Background: an optimization exercise with open tools, aiming at small area. Do not read the settings as production practice.
The RTL was checked by simulation tests, not by an equivalence proof against the original design.
No activity file was given, so power comes from the tool's default toggle rates.

**flow/design.v**
```verilog
module SEQ0(
    input [3:0] address,
    output reg [3:0] output_reg
);
always @(address) begin
    case (address)
        4'b0000: output_reg = 4'b0001;
        4'b0001: output_reg = 4'b0001;
        4'b0010: output_reg = 4'b0001;
        4'b0011: output_reg = 4'b0001;
        4'b0100: output_reg = 4'b0001;
        4'b0101: output_reg = 4'b0001;
        4'b0110: output_reg = 4'b0001;
        4'b0111: output_reg = 4'b0001;
        4'b1000: output_reg = 4'b0001;
        4'b1001: output_reg = 4'b0001;
        4'b1010: output_reg = 4'b0001;
        4'b1011: output_reg = 4'b0001;
        4'b1100: output_reg = 4'b0001;
        4'b1101: output_reg = 4'b0001;
        4'b1110: output_reg = 4'b0001;
        4'b1111: output_reg = 4'b0001;
        default: output_reg = 4'b0000;   
    endcase
end
endmodule
module SEQ1(
    input [3:0] address,
    output reg [3:0] output_reg
);
always @(address) begin
    case (address)
        4'b0000: output_reg = 4'b0001;
        4'b0001: output_reg = 4'b0100;
        4'b0010: output_reg = 4'b0001;
        4'b0011: output_reg = 4'b1000;
        4'b0100: output_reg = 4'b0010;
        4'b0101: output_reg = 4'b0001;
        4'b0110: output_reg = 4'b1000;
        4'b0111: output_reg = 4'b0100;
        4'b1000: output_reg = 4'b0001;
        4'b1001: output_reg = 4'b0010;
        4'b1010: output_reg = 4'b0001;
        4'b1011: output_reg = 4'b1000;
        4'b1100: output_reg = 4'b0100;
        4'b1101: output_reg = 4'b0010;
        4'b1110: output_reg = 4'b1000;
        4'b1111: output_reg = 4'b0001;
        default: output_reg = 4'b0000;   
    endcase
end
endmodule
module SEQ2(
    input [3:0] address,
    output reg [3:0] output_reg
);
always @(address) begin
    case (address)
        4'b0000: output_reg = 4'b0001;
        4'b0001: output_reg = 4'b0100;
        4'b0010: output_reg = 4'b0010;
        4'b0011: output_reg = 4'b1000;
        4'b0100: output_reg = 4'b0001;
        4'b0101: output_reg = 4'b1000;
        4'b0110: output_reg = 4'b0100;
        4'b0111: output_reg = 4'b1000;
        4'b1000: output_reg = 4'b0010;
        4'b1001: output_reg = 4'b1000;
        4'b1010: output_reg = 4'b0001;
        4'b1011: output_reg = 4'b0010;
        4'b1100: output_reg = 4'b1000;
        4'b1101: output_reg = 4'b0001;
        4'b1110: output_reg = 4'b0100;
        4'b1111: output_reg = 4'b0010;
        default: output_reg = 4'b0000;   
    endcase
end
endmodule
module SEQ3(
    input [3:0] address,
    output reg [3:0] output_reg
);
always @(address) begin
    case (address)
        4'b0000: output_reg = 4'b0001;
        4'b0001: output_reg = 4'b1000;
        4'b0010: output_reg = 4'b0100;
        4'b0011: output_reg = 4'b1000;
        4'b0100: output_reg = 4'b0001;
        4'b0101: output_reg = 4'b0010;
        4'b0110: output_reg = 4'b0100;
        4'b0111: output_reg = 4'b1000;
        4'b1000: output_reg = 4'b0001;
        4'b1001: output_reg = 4'b0010;
        4'b1010: output_reg = 4'b1000;
        4'b1011: output_reg = 4'b0010;
        4'b1100: output_reg = 4'b0001;
        4'b1101: output_reg = 4'b1000;
        4'b1110: output_reg = 4'b0100;
        4'b1111: output_reg = 4'b0010;
        default: output_reg = 4'b0000;   
    endcase
end
endmodule
module dec7seg
(
bcd_i,
seg_o
);
localparam BCD_SIZE = 4;
localparam SEG_SIZE = 7;
input wire [BCD_SIZE - 1:0] bcd_i;
output reg [SEG_SIZE - 1:0] seg_o;
always @(bcd_i) begin
	case (bcd_i)
		4'h0 : seg_o = ~7'b011_1111;
		4'h1 : seg_o = ~7'b000_0110;
		4'h2 : seg_o = ~7'b110_1101;
		4'h3 : seg_o = ~7'b111_1001;
		4'h4 : seg_o = ~7'b011_0011;
		4'h5 : seg_o = ~7'b110_1101;
		4'h6 : seg_o = ~7'b111_1101;
		4'h7 : seg_o = ~7'b000_0111;
		4'h8 : seg_o = ~7'b111_1111;
		4'h9 : seg_o = ~7'b111_1011;
		4'hA : seg_o = ~7'b111_0111;
		4'hB : seg_o = ~7'b001_1111;
		4'hC : seg_o = ~7'b100_1110;
		4'hD : seg_o = ~7'b011_1101;
		4'hE : seg_o = ~7'b100_1111;
		4'hF : seg_o = ~7'b100_0111;
	endcase	
	end
endmodule 
module mux2x1
(
	a,
	b,
	sel,
	q
);
	input [6:0]a, b;
	input sel;
	output reg [6:0] q;
	always @(a or b or sel)
	begin
		if (sel==1'b1)
			q <= a;
		else
			q <= b;
	end
endmodule 
module MUX4X1
(
	level,
	CL1,
	CL2,
	CL3,
	CL4,
	CLKHZ
);
	localparam P_level = 2;
	input wire [P_level-1:0] level;
	input wire CL1;
	input wire CL2;
	input wire CL3;
	input wire CL4;
	output reg CLKHZ;
	always @(*) begin
		case (level)
			2'b00: CLKHZ = CL1;
			2'b01: CLKHZ = CL2;
			2'b10: CLKHZ = CL3;
			default: CLKHZ = CL4;
		endcase
	end
endmodule
module MUX4x1_4bits
(
	SEL,
	ENT0,
	ENT1,
	ENT2,
	ENT3,
	out
);
	localparam P_SEL = 2;
	localparam P_ENT = 4;
	localparam P_OUT = 4;
	input wire [P_SEL-1:0] SEL;
	input wire [P_ENT-1:0] ENT0;
	input wire [P_ENT-1:0] ENT1;
	input wire [P_ENT-1:0] ENT2;
	input wire [P_ENT-1:0] ENT3;
	output reg [P_OUT-1:0] out;
	always @(*) begin
		case (SEL)
			2'b00: out = ENT0;
			2'b01: out = ENT1;
			2'b10: out = ENT2;
			default: out = ENT3;
		endcase
	end
endmodule
module LOGICA (
    input wire [1:0] REG_SetupLEVEL,  
    input wire [3:0] ROUND,           
    input wire [1:0] REG_SetupMAPA,   
    output reg [7:0] POINTS          
);
    always @* begin
        POINTS = REG_SetupLEVEL * ROUND;
    end
endmodule
module buttonSync (
    input wire clk,
    input wire key,  
    output reg btn  
);
    parameter EsperaApertar = 2'b00;
    parameter SaidaAtiva = 2'b01;
    parameter EsperaSoltar = 2'b10;
    reg [1:0] current_state, next_state;
    always @(posedge clk) begin
        current_state <= next_state;
    end
    always @(*) begin
        case (current_state)
            EsperaApertar: begin
                if (key == 1'b0) 
                    next_state = SaidaAtiva;
                else 
                    next_state = EsperaApertar;
                btn = 1'b0;  
            end
            SaidaAtiva: begin
                if (key == 1'b0) 
                    next_state = EsperaSoltar;
                else 
                    next_state = EsperaApertar;
                btn = 1'b1;  
            end
            EsperaSoltar: begin
                if (key == 1'b0) 
                    next_state = EsperaSoltar;
                else 
                    next_state = EsperaApertar;
                btn = 1'b0;  
            end
            default: begin
                next_state = EsperaApertar;
                btn = 1'b0;  
            end
        endcase
    end
endmodule
module FMS_CLOCK (
    input wire clk,          
    input wire reset,        
    output reg clk_025Hz,    
    output reg clk_05Hz,     
    output reg clk_1Hz,      
    output reg clk_2Hz       
);
reg [15:0] c025;  
reg [14:0] c05;   
reg [13:0] c1;    
reg [12:0] c2;    
localparam C025_MAX = 65_535;
localparam C05_MAX  = 32_767;
localparam C1_MAX   = 16_383;
localparam C2_MAX   = 8_191;
always @(posedge clk) begin
    if (reset) begin
        c025 <= 0;
        c05 <= 0;
        c1 <= 0;
        c2 <= 0;
        clk_025Hz <= 0;
        clk_05Hz <= 0;
        clk_1Hz <= 0;
        clk_2Hz <= 0;
    end else begin
        if (c025 == C025_MAX) begin
            c025 <= 0;
            clk_025Hz <= ~clk_025Hz;
        end else begin
            c025 <= c025 + 1'b1;
        end
        if (c05 == C05_MAX) begin
            c05 <= 0;
            clk_05Hz <= ~clk_05Hz;
        end else begin
            c05 <= c05 + 1'b1;
        end
        if (c1 == C1_MAX) begin
            c1 <= 0;
            clk_1Hz <= ~clk_1Hz;
        end else begin
            c1 <= c1 + 1'b1;
        end
        if (c2 == C2_MAX) begin
            c2 <= 0;
            clk_2Hz <= ~clk_2Hz;
        end else begin
            c2 <= c2 + 1'b1;
        end
    end
end
endmodule
module counter_time
(
	CLKT, R, E,
	TEMPO, end_time
);
	input wire CLKT, R, E;
	output reg [3:0] TEMPO;
	output wire end_time;
	reg r_end_time;
	always @(posedge CLKT)
	begin
		if (R == 1'b1) begin
			TEMPO <= 4'h0;
			r_end_time <= 1'b0;
		end
		else begin
			if (E == 1'b1) begin
				if (TEMPO == 4'b1000) begin
					TEMPO <= 4'h0;
					r_end_time <= 1'b1;
				end
				else begin
					TEMPO <= TEMPO + 1'b1;
					r_end_time <= 1'b0;
				end
			end
		end
	end
	assign end_time = r_end_time;
endmodule
module counter_round (
    input wire [3:0] data,
    input wire clk,
    input wire R,
    input wire E,
    output reg tc,
    output reg [3:0] ROUND
);
reg [3:0] total;
always @(posedge clk) begin
    if (R) begin
        total <= 4'b0000;
        tc <= 1'b0;
    end else if (E) begin
        total <= total + 1'b1;
        if (total == data) begin
            tc <= 1'b1;
        end
    end
    ROUND <= total;
end
endmodule
module counter_FPGA (
    input wire clk,
    input wire R,
    input wire E,
    input wire [3:0] data,
    output reg tc,
    output reg [3:0] SEQFPGA
);
    reg [3:0] total;
    always @(posedge clk) begin
        if (R) begin
            total <= 4'b0000;
            tc <= 1'b0;
        end else if (E) begin
            total <= total + 4'b0001;
            if (total == data) begin
                tc <= 1'b1;
            end else begin
                tc <= 1'b0;
            end
        end
    end
    always @(*) begin
        SEQFPGA = total;
    end
endmodule
module counter_User (
    input wire clk,
    input wire R,
    input wire E,
    input wire [3:0] data,
    output reg tc
);
    reg [3:0] cnt;
    always @(posedge clk) begin
        if (R) begin
            cnt <= 4'b0000;
            tc <= 0;
        end else if (E) begin
            cnt <= cnt + 4'b0001;
            if (cnt == data) begin
                tc <= 1;
            end else begin
                tc <= 0;
            end
        end
    end
endmodule
module REG_Setup (
    input wire CLK,         
    input wire R,           
    input wire E,           
    input wire [7:0] SW,    
    output reg [7:0] setup  
);
    always @(posedge CLK) begin
        if (R) begin
            setup <= 8'b0;
        end else if (E) begin
            setup <= SW;
        end
    end
endmodule
module REG_FPGA (
    input wire CLK,           
    input wire R,             
    input wire E,             
    input wire [63:0] data,   
    output reg [63:4] q,      
    output reg [3:0] q3       
);
    always @(posedge CLK) begin
        if (R) begin
            q <= 60'b0;
            q3 <= 4'b0;
        end else if (E) begin
            q <= data[63:4];
            q3 <= data[3:0];
        end
    end
endmodule
module REG_USER (
    input wire CLK,           
    input wire R,             
    input wire E,             
    input wire [63:0] data,   
    output reg [63:4] q,      
    output reg [3:0] q3       
);
    always @(posedge CLK) begin
        if (R) begin
            q <= 60'b0;
            q3 <= 4'b0;
        end else if (E) begin
            q <= data[63:4];
            q3 <= data[3:0];
        end
    end
endmodule
	module datapath
(
	CLOCK_50,
	KEY,
	SWITCH,
	R1,
	R2,
	E1,
	E2,
	E3,
	E4,
	SEL,
	hex0,
	hex1,
	hex2,
	hex3,
	hex4,
	hex5,
	leds,
	ledr,
	end_FPGA,
	end_User,
	end_time,
	win,
	match	
	);
	localparam P_KEY		=4;
	localparam P_SWITCH	=8;
	localparam P_HEX		=7;
	localparam P_LEDS		=4;
	input wire CLOCK_50;
	input wire [P_KEY-1:0]KEY;
	input wire [P_SWITCH-1:0]SWITCH;
	input wire R1;
	input wire R2;
	input wire E1;
	input wire E2;
	input wire E3;
	input wire E4;
	input wire SEL;
	output wire [P_HEX-1:0]hex0;
	output wire [P_HEX-1:0]hex1;
	output wire [P_HEX-1:0]hex2;
	output wire [P_HEX-1:0]hex3;
	output wire [P_HEX-1:0]hex4;
	output wire [P_HEX-1:0]hex5;
	output wire [P_LEDS-1:0]leds;
	output wire [P_LEDS-1:0]ledr;
	output wire end_FPGA;
	output wire end_User;
	output wire end_time;
	output wire win;
	output wire match;
	wire [3:0] TIME;
	wire tick_1Hz;
	wire tick_HZ;
	counter_time U0_CT
	(
	.CLKT(CLOCK_50), .R(R2), .E(E2 & tick_1Hz),
	.TEMPO(TIME), .end_time(end_time)
	);
wire w_win;
assign w_win=win;
wire [6:0] w_mux0_mux1;
mux2x1 MUX0
(
	.a(7'b1000_111),  
	.b(7'b1011_011),  
	.sel(w_win),
	.q	(w_mux0_mux1)
);
mux2x1 MUX1
(
	.a(w_mux0_mux1),  
	.b(7'b0001_110),  
	.sel(SEL),
	.q	(hex5)
);
wire [7:0] SETUP;
wire [6:0] w_dec0_mux3;
wire [6:0] w_mux2_mux3;
dec7seg DEC0
(
	.bcd_i({2'b00,SETUP[7:6]}),
	.seg_o(w_dec0_mux3)
);
mux2x1 MUX2
(
	.a(7'b1011_011),  
	.b(7'b1100_111),  
	.sel(w_win),
	.q	(w_mux2_mux3)
);
mux2x1 MUX3
(
	.a(w_mux2_mux3),  
	.b(w_dec0_mux3),  
	.sel(SEL),
	.q	(hex4)
);
wire [6:0] w_mux4_mux5;
mux2x1 MUX4
(
	.a(7'b1001_111),  
	.b(7'b1111_011),  
	.sel(w_win),
	.q	(w_mux4_mux5)
);
mux2x1 MUX5
(
	.a(w_mux4_mux5),  
	.b(7'b0001_111),  
	.sel(SEL),
	.q	(hex3)
);
wire [6:0] w_dec1_mux7;
dec7seg DEC1
(
	.bcd_i(TIME),
	.seg_o(w_dec1_mux7)
);
wire [6:0] w_mux6_mux7;
mux2x1 MUX6
(
	.a(7'b1011_011),  
	.b(7'b1100_111),  
	.sel(w_win),
	.q	(w_mux6_mux7)
);
mux2x1 MUX7
(
	.a(w_mux6_mux7),  
	.b(w_dec1_mux7),  
	.sel(SEL),
	.q	(hex2)
);
wire [7:0] POINTS;
wire [6:0] w_dec2_mux8;
dec7seg DEC2
(
	.bcd_i(POINTS[7:4]),
	.seg_o(w_dec2_mux8)
);
mux2x1 MUX8
(
	.a(w_dec2_mux8),  
	.b(7'b1011_011),  
	.sel(SEL),
	.q	(hex1)
);
wire [3:0] ROUND;
wire [6:0] w_dec3_mux9;
dec7seg DEC3
(
	.bcd_i(ROUND),
	.seg_o(w_dec3_mux9)
);
wire [6:0] w_dec4_mux9;
dec7seg DEC4
(
	.bcd_i(POINTS[3:0]),
	.seg_o(w_dec4_mux9)
);
mux2x1 MUX9
(
	.a(w_dec4_mux9),  
	.b(w_dec3_mux9),  
	.sel(SEL),
	.q	(hex0)
);
counter_round CR1
(
	.data(SETUP[3:0]),
	.clk(CLOCK_50),
	.R(R1),														 
	.E(E4),
	.tc(win),
	.ROUND(ROUND)
);
wire clk_025Hz;
wire clk_05Hz;
wire clk_1Hz;
wire clk_2Hz;
wire CLKZ;
FMS_CLOCK fms01
(
	.clk(CLOCK_50),
	.reset(R1),
	.clk_025Hz(clk_025Hz), 	 
	.clk_05Hz(clk_05Hz),  	 
	.clk_1Hz(clk_1Hz),	  	 
	.clk_2Hz(clk_2Hz)			 
);
MUX4X1 MUX10 (
    .level(SETUP[7:6]),
    .CL1(clk_025Hz),
    .CL2(clk_05Hz),
    .CL3(clk_1Hz),
    .CL4(clk_2Hz),
    .CLKHZ(CLKZ)
);
reg r_CLKZ, r_clk_1Hz;
always @(posedge CLOCK_50) begin
	if (R1) begin
		r_CLKZ <= 1'b0;
		r_clk_1Hz <= 1'b0;
	end else begin
		r_CLKZ <= CLKZ;
		r_clk_1Hz <= clk_1Hz;
	end
end
assign tick_HZ  = CLKZ & ~r_CLKZ;
assign tick_1Hz = clk_1Hz & ~r_clk_1Hz;
wire [3:0]w_SEQFPGA;
counter_FPGA counter_fpga1 (
	.data(ROUND[3:0]),
	.clk(CLOCK_50),
	.R(R2),
	.E(E3 & tick_HZ),
	.tc(end_FPGA),
	.SEQFPGA(w_SEQFPGA[3:0])
);
wire [3:0] w_seq0_mux;
SEQ0 seq0 (
	.address(w_SEQFPGA[3:0]),            
   .output_reg(w_seq0_mux)
);
wire [3:0] w_seq1_mux;
SEQ1 seq1 (
	.address(w_SEQFPGA[3:0]),
   .output_reg(w_seq1_mux)
);
wire [3:0] w_seq2_mux;
SEQ2 seq2 (
	.address(w_SEQFPGA[3:0]),
   .output_reg(w_seq2_mux)
);
wire [3:0] w_seq3_mux;
SEQ3 seq3 (
	.address(w_SEQFPGA[3:0]),
   .output_reg(w_seq3_mux)
);
wire [3:0] SEQ_FPGA;
MUX4x1_4bits MUX11 (
    .SEL(SETUP[5:4]),
    .ENT0(w_seq0_mux),
    .ENT1(w_seq1_mux),
    .ENT2(w_seq2_mux),
    .ENT3(w_seq3_mux),
    .out(SEQ_FPGA)
);
    wire btn0, btn1, btn2, btn3;
    buttonSync sync0 (.clk(CLOCK_50), .key(~KEY[0]), .btn(btn0));
    buttonSync sync1 (.clk(CLOCK_50), .key(~KEY[1]), .btn(btn1));
    buttonSync sync2 (.clk(CLOCK_50), .key(~KEY[2]), .btn(btn2));
    buttonSync sync3 (.clk(CLOCK_50), .key(~KEY[3]), .btn(btn3));
    wire or_output;
    assign or_output = btn0 | btn1 | btn2 | btn3;
    wire counter_enable;
    assign counter_enable = or_output & E2;
    counter_User counter_user01 (
        .clk(CLOCK_50),
        .R(R2),
        .E(counter_enable),
        .data(ROUND),
        .tc(end_User)
    );
    LOGICA logica_inst (
        .REG_SetupLEVEL(SETUP[7:6]),   
        .ROUND(ROUND),                 
        .REG_SetupMAPA(SETUP[5:4]),   
        .POINTS(POINTS)                
    );
    REG_Setup reg_setup_inst (
        .CLK(CLOCK_50),                
        .R(R1),                       
        .E(E1),                       
        .SW(SWITCH),                  
        .setup(SETUP)       			 
    );
	 wire [63:4] q_output_regfpga;
    wire [3:0] q3_output_regfpga;
	 wire [63:0] OUT_FPGA;
    wire [63:0] and_output_regfpga;
	 assign and_output_regfpga = {SEQ_FPGA, q_output_regfpga};
	 assign OUT_FPGA = {q_output_regfpga, q3_output_regfpga};
    REG_FPGA reg_fpga_inst (
        .CLK(CLOCK_50),
        .R(R2),
        .E(E3 & tick_HZ),
        .data(and_output_regfpga),     
        .q(q_output_regfpga),          
        .q3(q3_output_regfpga)         
    );
	 wire [3:0] NBTN;
	 wire [63:4] q_output_reguser;
    wire [3:0] q3_output_reguser;
	 wire [63:0] OUT_User;
	 wire [63:0] and_NBTN_q_output;
	 assign NBTN = {btn3, btn2, btn1, btn0};
	 assign and_NBTN_q_output = {NBTN, q_output_reguser};
	 assign OUT_User = {q_output_reguser, q3_output_reguser};
    REG_USER reg_user_inst (
        .CLK(CLOCK_50),
        .R(R2),
        .E(counter_enable),
        .data(and_NBTN_q_output),     
        .q(q_output_reguser),          
        .q3(q3_output_reguser)         
    );
	assign ledr = OUT_FPGA[63:60];
	assign match = (OUT_User == OUT_FPGA);
	assign leds = ~KEY[3:0];
endmodule
module controle
(
	CLOCK, enter, reset,
	end_FPGA, end_User, end_time,
	win, match,
	R1, R2, E1, E2, E3, E4, SEL
);
	input wire CLOCK, enter, reset, end_FPGA, end_User, end_time, win, match;
	output reg R1, R2, E1, E2, E3, E4, SEL;
	localparam N_ESTADOS = 3;
	localparam [N_ESTADOS-1:0] Init       = 3'b000,  
	                           Setup      = 3'b001,  
	                           Play_FPGA  = 3'd2,    
	                           Play_User  = 3'h3,    
	                           Check      = 3'b100,  
	                           Next_Round = 3'b101,  
	                           Result     = 3'b110;  
	reg [N_ESTADOS-1:0] state, next_state;
	always @(posedge CLOCK) begin
		if (reset)
			state <= Init;
		else
			state <= next_state;
	end
	always @(*) begin
		next_state = state;
		case (state)
			Init: next_state = Setup;
			Setup: if (enter == 1'b1) next_state = Play_FPGA;
			Play_FPGA: if (end_FPGA == 1'b1) next_state = Play_User;
			Play_User:
			begin
				if (end_time == 1'b1) next_state = Result;
				else if (end_User == 1'b1) next_state = Check;
			end
			Check:
			begin
				if (match == 1'b1) next_state = Next_Round;
				else next_state = Result;
			end
			Next_Round:
			begin
				if (win == 1'b1) next_state = Result;
				else next_state = Play_FPGA;
			end
			Result: next_state = Result;
			default: next_state = state;
		endcase
	end
	always @(*) begin
		R1 = 1'b0; R2 = 1'b0;
		E1 = 1'b0; E2 = 1'b0; E3 = 1'b0; E4 = 1'b0;
		SEL = 1'b0;
		case (state)
			Init: begin
				R1 = 1'b1; R2 = 1'b1;
			end
			Setup:      E1 = 1'b1;
			Play_FPGA:  E3 = 1'b1;
			Play_User:  E2 = 1'b1;
			Check:      E4 = 1'b1;
			Next_Round: R2 = 1'b1;
			Result:     SEL = 1'b1;
			default: ;
		endcase
	end
endmodule
module Topo
(
	CLOCK_50, KEY, SW,
	LEDR, LEDS,
	HEX0, HEX1, HEX2, HEX3, HEX4, HEX5
);
	localparam P_KEY  = 4;
	localparam P_SW   = 10;
	localparam P_LEDR = 10;
	localparam P_HEX  = 7;
	input CLOCK_50;
	input wire [P_KEY-1:0] KEY;
	input wire [P_SW-1:0] SW;
	output wire [3:0] LEDR;
	output wire [9:6] LEDS;
	output wire [P_HEX-1:0] HEX0;
	output wire [P_HEX-1:0] HEX1;
	output wire [P_HEX-1:0] HEX2;
	output wire [P_HEX-1:0] HEX3;
	output wire [P_HEX-1:0] HEX4;
	output wire [P_HEX-1:0] HEX5;
	wire w_R1, w_R2, w_E1, w_E2, w_E3, w_E4, w_end_FPGA, w_end_User, w_end_time, w_win, w_match, w_SEL;
	datapath U0_DP
	(
		.CLOCK_50(CLOCK_50),
		.KEY(KEY),
		.SWITCH(SW[9:2]),
		.R1(w_R1), .R2(w_R2), .E1(w_E1), .E2(w_E2), .E3(w_E3), .E4(w_E4), .SEL(w_SEL),
		.hex0(HEX0), .hex1(HEX1), .hex2(HEX2), .hex3(HEX3), .hex4(HEX4), .hex5(HEX5),
		.ledr(LEDR[3:0]), .leds(LEDS[9:6]),
		.end_FPGA(w_end_FPGA), .end_User(w_end_User), .end_time(w_end_time), .win(w_win), .match(w_match)
	);
	controle U1_FSM
	(
		.CLOCK(CLOCK_50), .enter(SW[0]), .reset(SW[1]),
		.end_FPGA(w_end_FPGA), .end_User(w_end_User), .end_time(w_end_time),
		.win(w_win), .match(w_match),
		.R1(w_R1), .R2(w_R2), .E1(w_E1), .E2(w_E2), .E3(w_E3), .E4(w_E4), .SEL(w_SEL)
	);
endmodule
```
**flow/run.sh**
```bash
#!/bin/bash
# synth_recipe.tcl (not shown) runs the flow's synth.tcl, then flattens the netlist and writes it again
# the make line also repeats each setting of config.mk as NAME=value (left out here)
make -C /OpenROAD-flow-scripts/flow DESIGN_CONFIG=/design/flow/config.mk WORK_HOME=/design/flow/orfs CLKGATE_MAP_FILE= SYNTH_SCRIPT=/design/flow/synth_recipe.tcl finish
```
**flow/config.mk**
```make
export PLATFORM = sky130hd
export DESIGN_NAME = Topo
export DESIGN_NICKNAME = Topo
export VERILOG_FILES = /design/flow/design.v
export SDC_FILE = /design/flow/constraint.sdc
export NUM_CORES = 4
export LEC_CHECK = 0
export CAP_MARGIN = 20
export CORE_MARGIN = 2
export CORE_UTILIZATION = 40
export PLACE_DENSITY = 0.6
export SLEW_MARGIN = 20
```
**flow/constraint.sdc**
```tcl
create_clock -name core_clock -period 10.0 [get_ports {CLOCK_50}]
set_input_delay 2.0000 -clock core_clock [delete_from_list [all_inputs] [get_ports {CLOCK_50}]]
set_output_delay 2.0000 -clock core_clock [all_outputs]
set_load 0.01 [all_outputs]
```
==> results.txt <==
## per-stage QoR
step,instances,cell area (um^2)
finish,1883,13800
global route,1883,13800
CTS,1883,13800
detailed placement,1832,12800
global placement,1832,12800
floorplan,1465,12100
## where the power goes
part	internal, uW	total, uW	switching, uW
registers	1090	1120	30.3
clock network	666	1090	425
logic	65.1	190	124
## layout make-up
class	instances	area [um^2]	area share (%)
timing repair buffer	67	651	4.71
clock buffer	42	855	6.19
inverter	51	196	1.42
clock inverter	9	129	0.933
tap	390	488	3.53
multi-input combinational	1058	6160	44.6
sequential	266	5330	38.6
## cell usage in the layout (no fill, tap or decap), types with 4 or more instances in the layout
master / netlist / layout
a21o_1: 6 / 6
a21oi_1: 152 / 151
a221oi_1: 6 / 6
a31oi_1: 4 / 4
and2_1: 10 / 9
and3_1: 22 / 22
buf_4: 27 / 8
clkbuf_1: 35 / 5
clkbuf_16: 0 / 29
clkbuf_8: 0 / 8
clkdlybuf4s50_1: 0 / 59
conb_1: 2 / 5
dfxtp_1: 266 / 266
ha_1: 42 / 42
inv_1: 50 / 50
mux2_2: 5 / 5
mux2i_1: 15 / 15
nand2_1: 347 / 345
nand2b_1: 16 / 16
nand3_1: 29 / 29
nand4_1: 15 / 15
nor2_1: 97 / 97
nor2b_1: 5 / 5
nor3_1: 15 / 15
nor3b_1: 10 / 10
nor4_1: 19 / 19
o21ai_0: 37 / 37
or2_2: 4 / 4
xnor2_1: 34 / 34
xor2_1: 107 / 107
## registers in the layout, summed over array words and instances (netlist names), 7 cells and up
| register | count |
|---|---|
| U0_DP.reg_fpga_inst.q | 60 |
| U0_DP.reg_setup_inst.setup | 8 |
| U0_DP.fms01.c05 | 15 |
| U0_DP.MUX9.b | 7 |
| U0_DP.reg_user_inst.q | 60 |
| U0_DP.fms01.c2 | 13 |
| U0_DP.fms01.c1 | 14 |
| U0_DP.MUX7.b | 7 |
| U0_DP.fms01.c025 | 16 |
## logic make-up (layout without fill, tap and decap cells)
logic type                 after synthesis  after routing  synth area share, %
AOI/OAI and AO/OA                      242            242                 11.4
buffers and inverters                  141            169                 5.46
other                                    2              5               0.0620
DFF                                    266            266                 43.9
and+or+nand+nor                        604            604                 22.1
adders and majority gates               43             43                 4.50
muxes                                   23             23                 2.26
xor gates and xnor gates               141            141                 10.2
## routing by layer
metal	vias to the layer above	GRT usage, %	share of wire [%]
met5	-	0	0
met4	0	3.52	1.5
met3	34	2.24	3.1
met2	100	27.6	47
met1	4334	22.5	48
li1	4834	-	-
## worst min-delay path by stage
stage,start,to,slack (ps),cells past startpoint
after floorplan,U0_DP.CR1.total[2]$_SDFFE_PP0P_,U0_DP.CR1.ROUND[2]$_DFF_P_,330,0
after global placement,U0_DP.fms01.c05[0]$_SDFF_PP0_,U0_DP.fms01.c05[0]$_SDFF_PP0_,440,1
after detailed placement,U0_DP.fms01.c2[0]$_SDFF_PP0_,U0_DP.fms01.c2[0]$_SDFF_PP0_,450,1
after CTS,U0_DP.fms01.c2[0]$_SDFF_PP0_,U0_DP.fms01.c2[0]$_SDFF_PP0_,460,1
after global routing,U0_DP.reg_fpga_inst.q3[2]$_SDFFE_PP0P_,U0_DP.reg_fpga_inst.q3[2]$_SDFFE_PP0P_,480,2
final,U0_DP.fms01.c1[0]$_SDFF_PP0_,U0_DP.fms01.c1[0]$_SDFF_PP0_,460,1
==> impl_results.md <==
- Outcome: timing/DRC/antenna clean
- # rows: 63
- Clock transition at path regs: 60 ps
- Critical Path Fanout Max: 9
- Post-cts resize count: 0
- Final Hold Fails: 0
- HP Class: reg -> reg
- Wire per inst: 13.8 um
- Minimum clock period: 5540 ps
- Drt first-iter violations: 605
- Initial Utilization: 40.8%
- CP startpoint: U0_DP.reg_setup_inst.setup[7]$_SDFFE_PP0P_
- Flops & latches, synth: 266
- DRT Pass-1 Iters: 5
- Share of layout cells above drive strength 1: 5.49%
- Place WS: 4970 ps
- Die W: 178 um
- Largest cells by area after synthesis: dfxtp_1 (44%), nand2_1 (11%), xor2_1 (7.7%), a21oi_1 (6.3%), ha_1 (4.3%)
- Critical path depth in cells: 9
- CTS max path bufs: 3
- Final hold slack: 461 ps
- Die Y: 178 um
- Worst EP arrival: 3540 ps
- Slew headroom: 39.6%
- Post-synth EDFFs: 0
- Final Power: 2400 uW
- Post-DR vias/cell: 4.94
- RSZ-0062 raised after global routing: false
- Drt drc: 0
- Clock sink total: 266
- WL final: 26100 um
- Vias post-DR: 9302
- Core Area: 29700 um^2
- TritonCTS clock tree: done
- CP endpoint: HEX0[6]
- Count leader, synth: nand2_1
- Clk root buf: clkbuf_16
- CP Data Required Time: 8000 ps
- CP top delay family: adder cells
- Mapped cell area: 12100 um^2
- Port-buffer cells: 59
- Reg-to-reg slack, setup: 6270 ps
- Htree depth: 1
- # nets final: 1531
- Synth warnings: 20
- Worst path bufs/invs: 2
- CP endpoint kind: output port
- Diodes inserted: 0
- Synth area leader: dfxtp_1
- FF-to-FF End: U0_DP.MUX11.ENT1[0]$_DFF_P_
- Primary FF master, synth: dfxtp_1
- Post-synthesis async set-or-reset flop share: 0%
- Worst-Skew Late Latency: 540 ps
- Initial antenna violation count: 0
- Critical Path Max Stage Delay: 580 ps
- FMAX: 180 MHz
- Setup TNS: 0 ps
- Max_cap viols: 0
- GRT overflow: 0
- First-pass GRT wire length: 43300 um
- Maximum VDD drop: 0.160 mV
- Worst Max-Slew Pin Slew: 906 ps
- Post-Syn Instances: 1462
- Num CTS Buffers: 29
- Clock skew: 15.3 ps
- Yosys top cell area share: 43.9%
- Pwr Density: 174 nW/um^2
- Critical path launch point type: flop
- Fin util: 46.5%
- Vias in the first global route: 8743
- Largest net degree at the start of global routing: 87
- Post-DP HPWL: 17300 um
- Setup violations, final: 0
- Max-slew violation count: 0
- Slowest CP cell: mux4_2
- Post-synth cell types: 67
- IO Pins: 65
- Post-Syn Area per Cell: 8.29 um^2
- # hold bufs at CTS: 0
- Post CTS Setup Buffer Count: 0
- Critical R2R Launch: U0_DP.reg_setup_inst.setup[7]$_SDFFE_PP0P_
- Synthesis-to-layout area growth: 13.9%
- CP Class: reg -> out
- DRT antenna net count: 0
- RD Place Congestion: 0.769
- Filler Cell Count: 2888
- Post-synthesis sequential area ratio: 43.9%
- Commonest cells post-synth: nand2_1 (347), dfxtp_1 (266), a21oi_1 (152)
- R2R depth: 11
- Total leakage power: 0.00545 uW
- Setup WS post-layout: 4460 ps
- Crit-path most repeated cell: nand2_1
- GRT Total Usage: 16.4%
- Final period utilization: 55.4%
- CP Cell Sequence: and2_1 -> ha_1 -> inv_1 -> fa_1 -> xor2_1 -> mux4_2 -> nand2_1 -> nand2_1 -> clkdlybuf4s50_1
- Die ar.: 31700 um^2

[re-timing with driven ports]
Ports are ideal in the flow. The routed layout listed here was re-timed in OpenROAD.
Step 1 (the two cells are an assumption about what drives the block):
set clk [get_ports {CLOCK_50}]
set_driving_cell -lib_cell sky130_fd_sc_hd__clkbuf_16 $clk
set_driving_cell -lib_cell sky130_fd_sc_hd__buf_2 [delete_from_list [all_inputs] $clk]
Step 2, shift: input delay + t, output delay - t, t = (earliest + latest rising clock arrival at the registers) / 2. This alone moves slack from input paths to output paths.
a / b / c = ideal / step 1 / step 2; a / b = the first two.
shift t [ns]: 0.587
setup slack, ns: 4.457 / 4.408 / 4.954
worst setup path at the end: input to output
pins driven straight from the clock port: 1
After both steps setup and hold are still met in this run. For this run, drivers alone change the setup slack by -0.049 ns; drivers and shift together by +0.497 ns.
